Source: an optimization exercise on an open RTL-to-GDS flow (aim: small area). Production flows keep margins and buffers that such runs may drop.
Function was checked by simulation only, so behaviour that the tests miss may differ from the original.
Power is estimated from default activity; no workload was simulated.

==> flow/design.v <==
`timescale 1ns / 1ps
module uart_rx(
    input            clk,
    input            rst_n,
    input            din,
    output reg [7:0] dout,
    output reg       dout_vld
);
reg       rx0, rx1, rx2;
reg [3:0] ph;
reg [3:0] bn;
wire rx_en = rx2 & ~rx1;
wire idle  = bn[3] & ~bn[0];
wire last  = (bn == 4'd7) & (&ph);
always @(posedge clk or negedge rst_n) begin
    if (!rst_n) begin
        rx0 <= 1'b1;
        rx1 <= 1'b1;
        rx2 <= 1'b1;
    end else begin
        rx0 <= din;
        rx1 <= rx0;
        rx2 <= rx1;
    end
end
always @(posedge clk) begin
    if (rx_en && idle)
        ph <= 4'd0;
    else
        ph <= ph + 4'd1;
end
always @(posedge clk or negedge rst_n) begin
    if (!rst_n)
        bn <= 4'd8;
    else if (rx_en && (idle || last))
        bn <= 4'd15;
    else if (!idle && (&ph))
        bn <= bn + 4'd1;
end
always @(posedge clk or negedge rst_n) begin
    if (!rst_n)
        dout_vld <= 1'b0;
    else
        dout_vld <= last;
end
always @(posedge clk) begin
    if (!bn[3] && ph == 4'd7)
        dout[bn[2:0]] <= rx2;
end
endmodule
`timescale 1ns / 1ps
module uart_tx(
    input            clk,
    input            rst_n,
    input      [7:0] din,
    input            din_vld,
    output reg       dout
);
reg [7:0] cnt;
wire idle = cnt[7] & cnt[5];
reg bitv;
always @(*) begin
    case (cnt[7:4])
        4'd0: bitv = 1'b0;
        4'd1: bitv = din[0];
        4'd2: bitv = din[1];
        4'd3: bitv = din[2];
        4'd4: bitv = din[3];
        4'd5: bitv = din[4];
        4'd6: bitv = din[5];
        4'd7: bitv = din[6];
        4'd8: bitv = din[7];
        default: bitv = 1'b1;
    endcase
end
always @(posedge clk or negedge rst_n) begin
    if (!rst_n)
        cnt <= 8'd160;
    else if (!idle)
        cnt <= cnt + 8'd1;
    else if (din_vld)
        cnt <= 8'd0;
end
always @(posedge clk or negedge rst_n) begin
    if (!rst_n)
        dout <= 1'b1;
    else if (cnt[3:0] == 4'd0)
        dout <= bitv;
end
endmodule
`timescale 1ns / 1ps
module uart_top(
    input             clk,
    input             rst_n,
    input             din,
    input             sw8,
    output reg [23:0] pic_out,
    output     [16:0] addr,
    output reg        wr_ram,
    output            tx,
    output reg        pic_done,
    output reg        pic_download,
    output reg [7:0]  rgb_led
);
localparam MONITOR = 3'd0, SEND = 3'd6, STOP = 3'd7;
wire       dout_vld;
wire [7:0] dout;
reg [2:0]  state;
reg [8:0]  addr_r;
reg [15:0] hold;
assign addr = {8'd0, addr_r};
wire [3:0] code = (dout > 8'd57) ? dout[3:0] + 4'd9 : dout[3:0];
wire last_addr = addr_r[8] & addr_r[7] & addr_r[6] & (&addr_r[4:0]);
always @(posedge clk or negedge rst_n) begin
    if (!rst_n) begin
        state    <= MONITOR;
        wr_ram   <= 1'b1;
        pic_out  <= 24'd0;
        addr_r   <= 9'd0;
        pic_done <= 1'b0;
    end else if (state == SEND) begin
        wr_ram   <= 1'b0;
        pic_out  <= {hold, rgb_led};
        pic_done <= last_addr;
        addr_r   <= last_addr ? 9'd0 : addr_r + 9'd1;
        state    <= last_addr ? STOP : MONITOR;
    end else if (state == STOP) begin
        if (sw8)
            state <= MONITOR;
    end else if (dout_vld) begin
        if (state == MONITOR)
            wr_ram <= 1'b1;
        state <= state + 3'd1;
    end
end
always @(posedge clk) begin
    if (dout_vld) begin
        case (state)
            3'd0, 3'd2, 3'd4: hold[3:0] <= code;
            3'd3: hold[15:8] <= rgb_led;
            3'd5: hold[7:0] <= rgb_led;
            default: ;
        endcase
        case (state)
            3'd1, 3'd3, 3'd5: rgb_led <= {hold[3:0], code};
            default: ;
        endcase
    end
end
always @(posedge clk or negedge rst_n) begin
    if (!rst_n)
        pic_download <= 1'b1;
    else
        pic_download <= ~(addr_r[4] | (&addr_r[3:0]));
end
uart_rx uart_rx(
    .clk(clk), .rst_n(rst_n), .din(din),
    .dout(dout), .dout_vld(dout_vld)
);
uart_tx uart_tx(
    .clk(clk), .rst_n(rst_n),
    .din(dout), .din_vld(dout_vld),
    .dout(tx)
);
endmodule
==> flow/config.mk <==
export PLATFORM = sky130hd
export DESIGN_NAME = uart_top
export DESIGN_NICKNAME = uart_top
export VERILOG_FILES = /design/flow/design.v
export SDC_FILE = /design/flow/constraint.sdc
export NUM_CORES = 4
export LEC_CHECK = 0
export ABC_AREA = 1
export CAP_MARGIN = 20
export CORE_MARGIN = 2
export CORE_UTILIZATION = 40
export SLEW_MARGIN = 20
==> flow/constraint.sdc <==
create_clock -name core_clock -period 10.0 [get_ports {clk}]
set_input_delay 2.0000 -clock core_clock [delete_from_list [all_inputs] [get_ports {clk}]]
set_output_delay 2.0000 -clock core_clock [all_outputs]
set_load 0.01 [all_outputs]
standard.sh (not shown) runs the stock make flow with config.mk's settings and CLKGATE_MAP_FILE= SYNTH_SCRIPT=/design/flow/synth_recipe.tcl, a recipe that flattens the netlist after the stock synthesis.
==> flow/flow/run.sh <==
#!/bin/bash
# ORFS layout of the design with:
#  - the standard synthesis, except that ABC maps all the logic, adders
#    included, with the
#    smallest of several area scripts (abc_override.tcl),
#  - the smallest buffer on the ports,
#  - one tie cell per constant value,
#  - a clock tree without dummy loads.
set -e
FLOWDIR=$(cd "$(dirname "$0")" && pwd)
{ cat "$FLOWDIR/abc_override.tcl"; cat synth_recipe.tcl; } > synth_area.tcl
sed "s#SYNTH_SCRIPT=[^ ]*#SYNTH_SCRIPT=$PWD/synth_area.tcl#" standard.sh > standard_area.sh
grep -q "SYNTH_SCRIPT=$PWD/synth_area.tcl" standard_area.sh
export BUFFER_PORTS_ARGS="-buffer_cell sky130_fd_sc_hd__buf_1"
export SKIP_REPAIR_TIE_FANOUT=1
export ABC_FLOW_DIR="$FLOWDIR"
export CTS_ARGS="-sink_clustering_enable -repair_clock_nets -dont_use_dummy_load"
bash standard_area.sh > standard.log 2>&1
Other scripts of this flow, unchanged in this note and not shown: flow/flow/abc_override.tcl, flow/flow/area_1.abc, flow/flow/area_2.abc, flow/flow/area_3.abc, flow/flow/area_4.abc
The starting point went through all stages and came out clean.
Change:
--- a/flow/design.v
+++ b/flow/design.v
@@ -57,9 +57,10 @@
     output reg       dout
 );
-reg [7:0] cnt;
-wire idle = cnt[7] & cnt[5];
+reg [3:0] ph;
+reg [3:0] bn;
+wire idle = bn[3] & bn[1];
 reg bitv;
 always @(*) begin
-    case (cnt[7:4])
+    case (bn)
         4'd0: bitv = 1'b0;
         4'd1: bitv = din[0];
@@ -74,16 +75,23 @@
     endcase
 end
+always @(posedge clk) begin
+    if (idle && din_vld)
+        ph <= 4'd0;
+    else
+        ph <= ph + 4'd1;
+end
 always @(posedge clk or negedge rst_n) begin
     if (!rst_n)
-        cnt <= 8'd160;
-    else if (!idle)
-        cnt <= cnt + 8'd1;
-    else if (din_vld)
-        cnt <= 8'd0;
+        bn <= 4'd10;
+    else if (idle) begin
+        if (din_vld)
+            bn <= 4'd0;
+    end else if (&ph)
+        bn <= bn + 4'd1;
 end
 always @(posedge clk or negedge rst_n) begin
     if (!rst_n)
         dout <= 1'b1;
-    else if (cnt[3:0] == 4'd0)
+    else if (ph == 4'd0)
         dout <= bitv;
 end
After rerunning: Setup slack improved by 0.020 ns; core utilization climbs by 1.1 points; power falls slightly; cell area came out lower slightly; worst hold slack barely changes; routed wire length decreases by a few percent; clock skew fell by 0.0046 ns; die area is lower slightly; area after synthesis is lower slightly; final cell count does not change; sequential power hardly moves.

[static timing again, ports no longer ideal]
The flow's constraints put no driver on any port. The routed layouts listed below were extracted and timed again, unchanged, in two steps.
Step 1, drivers: a clkbuf_16 drives clk and a buf_2 each remaining input, both assumed.
Step 2 also shifts input and output timing later by t, the mid clock arrival at the registers, as if the neighbouring blocks saw the same clock.
a / b / c = ideal ports / drivers / drivers and shift; a / b = the first two.
| run | t, ns | setup slack, ns | worst setup path after step 2 | clock arrival spread, ns | cell pins on the clock port's net |
|---|---|---|---|---|---|
| the first run | 0.369 | 6.969 / 6.939 / 7.286 | input to register | 0.032 / 0.032 | 1 |
| the second run | 0.363 | 6.989 / 6.963 / 7.093 | input to register | 0.027 / 0.026 | 1 |
After both steps every run listed still meets setup and hold.
